From an optimization exercise on the open Yosys and OpenROAD flow, aimed at small area; shortcuts taken in it are not production practice.
At most, simulation tests tie the RTL to the original design; equivalence was not proved.

==> yarrow: inputs <==
## MatchingGame
module MatchingGame(
    input clk,
    input rst,
    input btnU,
    input btnD,
    input btnL,
    input btnR,
    input btnS,
	output [7:0] rgb,
	output hsync,
	output vsync,
	output [7:0] C,   
    output [3:0] AN   
    );
==> module RNG, before the edit <==
module RNG(
    input clk,
    input seedReset,
    input reset,
    input randSig,
    input tmode,
    input [18:0] timerNext,
    output reg [31:0] seed,
    output [18:0] timer,
    output [2:0] color       
    );
function [1:0] add3;
	input [1:0] a;
	input [1:0] b;
	reg [2:0] t;
	begin
		t = a + b;
		add3 = (t >= 3'd6) ? t - 3'd6 : (t >= 3'd3) ? t - 3'd3 : t[1:0];
	end
endfunction
reg [1:0] sig;
always @ (posedge clk)
	if (seedReset) begin
		seed <= 32'd1;
		sig <= 2'd1;
	end
	else begin
		seed <= seed + 32'd1;
		sig <= (sig == 2'd2) ? 2'd0 : sig + 2'd1;
	end
reg [31:0] r;
reg [1:0] rho;               
reg pend;
reg isSeeded;
function [32:0] add32;
	input [31:0] a;
	input [31:0] b;
	input ci;
	reg c;
	integer j;
	begin
		c = ci;
		for (j = 0; j < 32; j = j + 1) begin
			add32[j] = a[j] ^ b[j] ^ c;
			c = (a[j] & b[j]) | (c & (a[j] ^ b[j]));
		end
		add32[32] = c;
	end
endfunction
function [32:0] times7;
	input [31:0] x;
	input p;
	reg c;
	reg a;
	reg b;
	integer j;
	begin
		c = 1'b1;
		for (j = 0; j < 32; j = j + 1) begin
			a = (j >= 3) ? x[j-3] : p;
			b = ~x[j];
			times7[j] = a ^ b ^ c;
			c = (a & b) | (c & (a ^ b));
		end
		times7[32] = c;
	end
endfunction
wire [32:0] m3r  = add32({r[30:0], pend}, r, pend);
wire [32:0] m49  = add32({m3r[27:0], {4{pend}}}, r, pend);
wire [32:0] m343 = times7(m49[31:0], pend);
wire bOnes = &m343[30:1];
wire k = bOnes & (m343[0] | m343[31]);
wire [31:0] nxt = k ? 32'd0 : {1'b0, m343[30:0]};
wire nxtPend = k ? (m343[31] & m343[0]) : m343[31];
wire [1:0] hx = add3(m3r[31:30], m3r[29:28]);    
wire [1:0] neg49 = add3(add3(hx, {1'b0, r[31]}), {1'b0, m3r[32]} + {1'b0, m49[32]});
wire [1:0] rho49 = add3(rho, (neg49 == 2'd0) ? 2'd0 : 2'd3 - neg49);
wire [1:0] hh = add3({1'b0, m49[31]}, m49[30:29]);        
wire [1:0] neg343 = add3(add3(hh, {1'b0, m343[32]}), {1'b0, m343[31]} + {1'b0, k});
wire [1:0] rhoNxt = add3(add3(rho49, 2'd1), (neg343 == 2'd0) ? 2'd0 : 2'd3 - neg343);
always @ (posedge clk)
	if (randSig) begin
		r <= tmode ? {m49[31:19], timerNext} : m49[31:0];
		rho <= rho49;
	end
	else if (!isSeeded) begin
		r <= tmode ? {seed[31:19], timerNext} : seed;
		rho <= sig;
		pend <= 1'b0;
	end
	else begin
		r <= tmode ? {nxt[31:19], timerNext} : nxt;
		rho <= rhoNxt;
		pend <= nxtPend;
	end
assign timer = r[18:0];
always @ (posedge clk)
	if (reset)
		isSeeded <= 1'b0;
	else if (!randSig)
		isSeeded <= 1'b1;
wire par = r[0] ^ pend;
assign color = par ? ((rho == 2'd1) ? 3'd2 : (rho == 2'd0) ? 3'd4 : 3'd6)
                    : ((rho == 2'd0) ? 3'd1 : (rho == 2'd2) ? 3'd3 : 3'd5);
endmodule
Settings: LEC_CHECK=0, ABC_AREA=1, CAP_MARGIN=20, CORE_MARGIN=2, CORE_UTILIZATION=70, CTS_BUF_LIST=sky130_fd_sc_hd__clkbuf_8, CTS_CLUSTER_DIAMETER=100, CTS_CLUSTER_SIZE=12, SLEW_MARGIN=20; clock period 50.0 ns.
standard.sh (not shown) runs the stock make flow with config.mk's settings and CLKGATE_MAP_FILE= SYNTH_SCRIPT=/design/flow/synth_recipe.tcl, a recipe that flattens the netlist after the stock synthesis.
==> flow/flow/run.sh <==
#!/bin/bash
# The standard layout, with two changes to how it is made:
#  - the port buffers are the smallest buffer cell;
#  - after floorplanning, every logic cell that synthesis gave a stronger drive
#    than it needs is put back to the smallest cell of its kind (the design has
#    lots of slack); placement's own repair then resizes whatever still needs it.
set -euo pipefail
export BUFFER_PORTS_ARGS="-buffer_cell sky130_fd_sc_hd__buf_1"
bash standard.sh floorplan > standard_floorplan.log 2>&1
openroad -no_init -exit flow/downsize.tcl > downsize.log 2>&1
bash standard.sh > standard.log 2>&1
==> flow/flow/downsize.tcl <==
# Swap each logic cell for the smallest cell of the same kind (same function and
# pins, drive strength _0/_1/_2), in the floorplan database, before placement.
set odb_file orfs/results/sky130hd/MatchingGame/base/2_floorplan.odb
read_db $odb_file
set db [ord::get_db]
set block [ord::get_db_block]
set n 0
set saved 0
foreach inst [$block getInsts] {
  set m [$inst getMaster]
  set name [$m getName]
  if {![regexp {^(sky130_fd_sc_hd__[a-z0-9]+)_([0-9]+)$} $name -> base drive]} { continue }
  if {[regexp {clk|dly|tap|fill|decap|conb|df|dl|sdf|probe|lpflow|diode} $base]} { continue }
  set bestM $m
  set bestA [expr {[$m getWidth] * [$m getHeight]}]
  set a0 $bestA
  foreach d {0 1 2} {
    set c [$db findMaster ${base}_$d]
    if {$c eq "NULL" || $c eq ""} { continue }
    set a [expr {[$c getWidth] * [$c getHeight]}]
    if {$a < $bestA} {
      set bestM $c
      set bestA $a
    }
  }
  if {$bestM ne $m} {
    $inst swapMaster $bestM
    incr n
    set saved [expr {$saved + $a0 - $bestA}]
  }
}
puts "downsized $n instances, [expr {$saved / 1e6}] um2"
write_db $odb_file
==> inputs of delta, as changes to yarrow <==
--- a/flow/design.v
+++ b/flow/design.v
@@ -49,4 +49,19 @@
 	end
 endfunction
+function [28:0] add28;
+	input [27:0] a;
+	input [27:0] b;
+	input ci;
+	reg c;
+	integer j;
+	begin
+		c = ci;
+		for (j = 0; j < 28; j = j + 1) begin
+			add28[j] = a[j] ^ b[j] ^ c;
+			c = (a[j] & b[j]) | (c & (a[j] ^ b[j]));
+		end
+		add28[28] = c;
+	end
+endfunction
 function [32:0] times7;
 	input [31:0] x;
@@ -67,5 +82,5 @@
 	end
 endfunction
-wire [32:0] m3r  = add32({r[30:0], pend}, r, pend);
+wire [28:0] m3r  = add28({r[26:0], pend}, r[27:0], pend);
 wire [32:0] m49  = add32({m3r[27:0], {4{pend}}}, r, pend);
 wire [32:0] m343 = times7(m49[31:0], pend);
@@ -74,6 +89,5 @@
 wire [31:0] nxt = k ? 32'd0 : {1'b0, m343[30:0]};
 wire nxtPend = k ? (m343[31] & m343[0]) : m343[31];
-wire [1:0] hx = add3(m3r[31:30], m3r[29:28]);    
-wire [1:0] neg49 = add3(add3(hx, {1'b0, r[31]}), {1'b0, m3r[32]} + {1'b0, m49[32]});
+wire [1:0] neg49 = add3({1'b0, r[27]}, {1'b0, m3r[28]} + {1'b0, m49[32]});
 wire [1:0] rho49 = add3(rho, (neg49 == 2'd0) ? 2'd0 : 2'd3 - neg49);
 wire [1:0] hh = add3({1'b0, m49[31]}, m49[30:29]);        
ABC_AREA = unset   (was 1)
CTS_CLUSTER_DIAMETER = 110   (was 100)
CTS_CLUSTER_SIZE = 14   (was 12)
==> results.toml <==
[routing]
via_count = 11600
drtPass1Iterations = 5

[worst_hold_path]
holdPathStages = 0
whs_endpoint = "sevenseg.ccode[0]"

[timing]
fin_crit_sh_pct = 44.3
hold_slack_ns = 0.438

[run_status]
outcome = "finished clean"

[cells_and_area]
area_growth_syn_to_layout_pct = 3.24
stdcell_count = 2044
multiInputGateArea_um2 = 7900
final_cell_mix = "inv_1, nand2_1, dfxtp_1, nor2_1, o21ai_0"

[grt]
met3_usage_pct = 3.81

[critical_path]
r2r_slack_ns = 27.86

[pwr]
the above is filed under yarrow

==> results.toml <==
[cells_and_area]
area_growth_syn_to_layout_pct = 3.18
stdcell_count = 1763
final_cell_mix = "dfxtp_1, inv_1, nor2_1, nand2_1, fa_1"

[worst_hold_path]
holdPathStages = 1
whs_endpoint = "arst_ff[0]"

[run_status]
outcome = "finished clean"

[critical_path]
r2r_slack_ns = 30.35

[timing]
fin_crit_sh_pct = 39.3
hold_slack_ns = 0.415

[grt]
met3_usage_pct = 3.58
the above is filed under delta



==> inputs of job 2937 <==
MatchingGame, a different RTL version from the one above (not shown whole).
==> module RNG, before the edit <==
module RNG(
    input clk,
    input seedReset,
    input reset,
    input randSig,
    input tmode,
    input [18:0] timerNext,
    output reg [31:0] seed,
    output [18:0] timer,
    output [2:0] color       
    );
function [1:0] add3;
	input [1:0] a;
	input [1:0] b;
	reg [2:0] t;
	begin
		t = a + b;
		add3 = (t >= 3'd6) ? t - 3'd6 : (t >= 3'd3) ? t - 3'd3 : t[1:0];
	end
endfunction
reg [1:0] sig;
always @ (posedge clk)
	if (seedReset) begin
		seed <= 32'd1;
		sig <= 2'd1;
	end
	else begin
		seed <= seed + 32'd1;
		sig <= (sig == 2'd2) ? 2'd0 : sig + 2'd1;
	end
reg [31:0] r;
reg [1:0] rho;               
reg isSeeded;
function [32:0] add32;
	input [31:0] a;
	input [31:0] b;
	reg c;
	integer j;
	begin
		c = 1'b0;
		for (j = 0; j < 32; j = j + 1) begin
			add32[j] = a[j] ^ b[j] ^ c;
			c = (a[j] & b[j]) | (c & (a[j] ^ b[j]));
		end
		add32[32] = c;
	end
endfunction
function [32:0] times7;
	input [31:0] x;
	reg c;
	reg a;
	reg b;
	integer j;
	begin
		c = 1'b1;
		for (j = 0; j < 32; j = j + 1) begin
			a = (j >= 3) ? x[j-3] : 1'b0;
			b = ~x[j];
			times7[j] = a ^ b ^ c;
			c = (a & b) | (c & (a ^ b));
		end
		times7[32] = c;
	end
endfunction
wire [32:0] m3r  = add32({r[30:0], 1'b0}, r);
wire [32:0] m49  = add32({m3r[27:0], 4'b0000}, r);
wire [32:0] m343 = times7(m49[31:0]);
reg [31:0] s;
reg cc;
integer j2;
always @ (*) begin
	cc = m343[31];
	for (j2 = 0; j2 < 31; j2 = j2 + 1) begin
		s[j2] = m343[j2] ^ cc;
		cc = m343[j2] & cc;
	end
	s[31] = cc;
end
wire allOnes = (s[30:0] == 31'h7FFFFFFF);
wire [30:0] red = allOnes ? 31'd0 : s[30:0];
wire [31:0] nxt = {1'b0, red[30:1], red[0] | s[31]};
wire [1:0] hx = add3(m3r[31:30], m3r[29:28]);    
wire [1:0] neg49 = add3(add3(hx, {1'b0, r[31]}), {1'b0, m3r[32]} + {1'b0, m49[32]});
wire [1:0] rho49 = add3(rho, (neg49 == 2'd0) ? 2'd0 : 2'd3 - neg49);
wire [1:0] hh = add3({1'b0, m49[31]}, m49[30:29]);        
wire k = allOnes | s[31];
wire [1:0] neg343 = add3(add3(hh, {1'b0, m343[32]}), {1'b0, m343[31]} + {1'b0, k});
wire [1:0] rhoNxt = add3(add3(rho49, 2'd1), (neg343 == 2'd0) ? 2'd0 : 2'd3 - neg343);
always @ (posedge clk)
	if (randSig) begin
		r <= tmode ? {m49[31:19], timerNext} : m49[31:0];
		rho <= rho49;
	end
	else if (!isSeeded) begin
		r <= tmode ? {seed[31:19], timerNext} : seed;
		rho <= sig;
	end
	else begin
		r <= tmode ? {nxt[31:19], timerNext} : nxt;
		rho <= rhoNxt;
	end
assign timer = r[18:0];
always @ (posedge clk)
	if (reset)
		isSeeded <= 1'b0;
	else if (!randSig)
		isSeeded <= 1'b1;
assign color = r[0] ? ((rho == 2'd1) ? 3'd2 : (rho == 2'd0) ? 3'd4 : 3'd6)
                    : ((rho == 2'd0) ? 3'd1 : (rho == 2'd2) ? 3'd3 : 3'd5);
endmodule
clock: 50.0 ns
lec_check: 0
cap_margin: 20
core_margin: 2
core_utilization: 70
cts_buf_list: sky130_fd_sc_hd__clkbuf_16
cts_cluster_diameter: 120
cts_cluster_size: 24
slew_margin: 20
run.sh (not shown) runs the stock make flow with config.mk's settings and CLKGATE_MAP_FILE= SYNTH_SCRIPT=/design/flow/synth_recipe.tcl, a recipe that flattens the netlist after the stock synthesis.
Stock flow here: none of the scripts above is used.
==> job 5139 (differences from job 2937) <==
--- a/flow/design.v
+++ b/flow/design.v
@@ -32,12 +32,14 @@
 reg [31:0] r;
 reg [1:0] rho;               
+reg pend;
 reg isSeeded;
 function [32:0] add32;
 	input [31:0] a;
 	input [31:0] b;
+	input ci;
 	reg c;
 	integer j;
 	begin
-		c = 1'b0;
+		c = ci;
 		for (j = 0; j < 32; j = j + 1) begin
 			add32[j] = a[j] ^ b[j] ^ c;
@@ -49,4 +51,5 @@
 function [32:0] times7;
 	input [31:0] x;
+	input p;
 	reg c;
 	reg a;
@@ -56,5 +59,5 @@
 		c = 1'b1;
 		for (j = 0; j < 32; j = j + 1) begin
-			a = (j >= 3) ? x[j-3] : 1'b0;
+			a = (j >= 3) ? x[j-3] : p;
 			b = ~x[j];
 			times7[j] = a ^ b ^ c;
@@ -64,26 +67,15 @@
 	end
 endfunction
-wire [32:0] m3r  = add32({r[30:0], 1'b0}, r);
-wire [32:0] m49  = add32({m3r[27:0], 4'b0000}, r);
-wire [32:0] m343 = times7(m49[31:0]);
-reg [31:0] s;
-reg cc;
-integer j2;
-always @ (*) begin
-	cc = m343[31];
-	for (j2 = 0; j2 < 31; j2 = j2 + 1) begin
-		s[j2] = m343[j2] ^ cc;
-		cc = m343[j2] & cc;
-	end
-	s[31] = cc;
-end
-wire allOnes = (s[30:0] == 31'h7FFFFFFF);
-wire [30:0] red = allOnes ? 31'd0 : s[30:0];
-wire [31:0] nxt = {1'b0, red[30:1], red[0] | s[31]};
+wire [32:0] m3r  = add32({r[30:0], pend}, r, pend);
+wire [32:0] m49  = add32({m3r[27:0], {4{pend}}}, r, pend);
+wire [32:0] m343 = times7(m49[31:0], pend);
+wire bOnes = &m343[30:1];
+wire k = bOnes & (m343[0] | m343[31]);
+wire [31:0] nxt = k ? 32'd0 : {1'b0, m343[30:0]};
+wire nxtPend = k ? (m343[31] & m343[0]) : m343[31];
 wire [1:0] hx = add3(m3r[31:30], m3r[29:28]);    
 wire [1:0] neg49 = add3(add3(hx, {1'b0, r[31]}), {1'b0, m3r[32]} + {1'b0, m49[32]});
 wire [1:0] rho49 = add3(rho, (neg49 == 2'd0) ? 2'd0 : 2'd3 - neg49);
 wire [1:0] hh = add3({1'b0, m49[31]}, m49[30:29]);        
-wire k = allOnes | s[31];
 wire [1:0] neg343 = add3(add3(hh, {1'b0, m343[32]}), {1'b0, m343[31]} + {1'b0, k});
 wire [1:0] rhoNxt = add3(add3(rho49, 2'd1), (neg343 == 2'd0) ? 2'd0 : 2'd3 - neg343);
@@ -96,8 +88,10 @@
 		r <= tmode ? {seed[31:19], timerNext} : seed;
 		rho <= sig;
+		pend <= 1'b0;
 	end
 	else begin
 		r <= tmode ? {nxt[31:19], timerNext} : nxt;
 		rho <= rhoNxt;
+		pend <= nxtPend;
 	end
 assign timer = r[18:0];
@@ -107,5 +101,6 @@
 	else if (!randSig)
 		isSeeded <= 1'b1;
-assign color = r[0] ? ((rho == 2'd1) ? 3'd2 : (rho == 2'd0) ? 3'd4 : 3'd6)
+wire par = r[0] ^ pend;
+assign color = par ? ((rho == 2'd1) ? 3'd2 : (rho == 2'd0) ? 3'd4 : 3'd6)
                     : ((rho == 2'd0) ? 3'd1 : (rho == 2'd2) ? 3'd3 : 3'd5);
 endmodule
ABC_AREA = 1   (was default)
CTS_BUF_LIST = sky130_fd_sc_hd__clkbuf_8   (was sky130_fd_sc_hd__clkbuf_16)
CTS_CLUSTER_DIAMETER = 100   (was 120)
CTS_CLUSTER_SIZE = 12   (was 24)
==> run notes <==
Critical path depth: job 5139 is lower than job 2937 (1).
Between job 2937 and job 5139, the lower sequential share of layout area is in job 2937 (gap 0.30 points).
The RTL of job 2937 was laid out without a check of its function.

## static timing again, ports no longer ideal
The flow's constraints put no driver on any port. The routed layouts listed below were extracted and timed again, unchanged, in two steps. Step 1 (the two cells are an assumption about what drives the block):
set clk [get_ports {clk}]
set_driving_cell -lib_cell sky130_fd_sc_hd__clkbuf_16 $clk
set_driving_cell -lib_cell sky130_fd_sc_hd__buf_2 [delete_from_list [all_inputs] $clk]
Step 2 moves the port delays by t, midway between the first and last clock arrival at a register: inputs arrive t later, outputs are due t later. That takes back most of the time a late clock gives input paths. Slacks: no drivers / after step 1 / after step 2; pairs: no drivers / after step 1.
run	shift t [ns]	setup slack, ns	worst setup path at the end	slew at the worst register clock pin (ns)
yarrow	0.591	27.860 / 27.860 / 27.860	register to register	0.09 / 0.09
delta	0.567	30.350 / 30.350 / 30.350	register to register	0.10 / 0.10
job 2937	0.532	26.849 / 26.849 / 26.849	register to register	0.11 / 0.11
job 5139	0.584	27.796 / 27.796 / 27.796	register to register	0.09 / 0.09
After both steps every run listed still meets setup and hold.
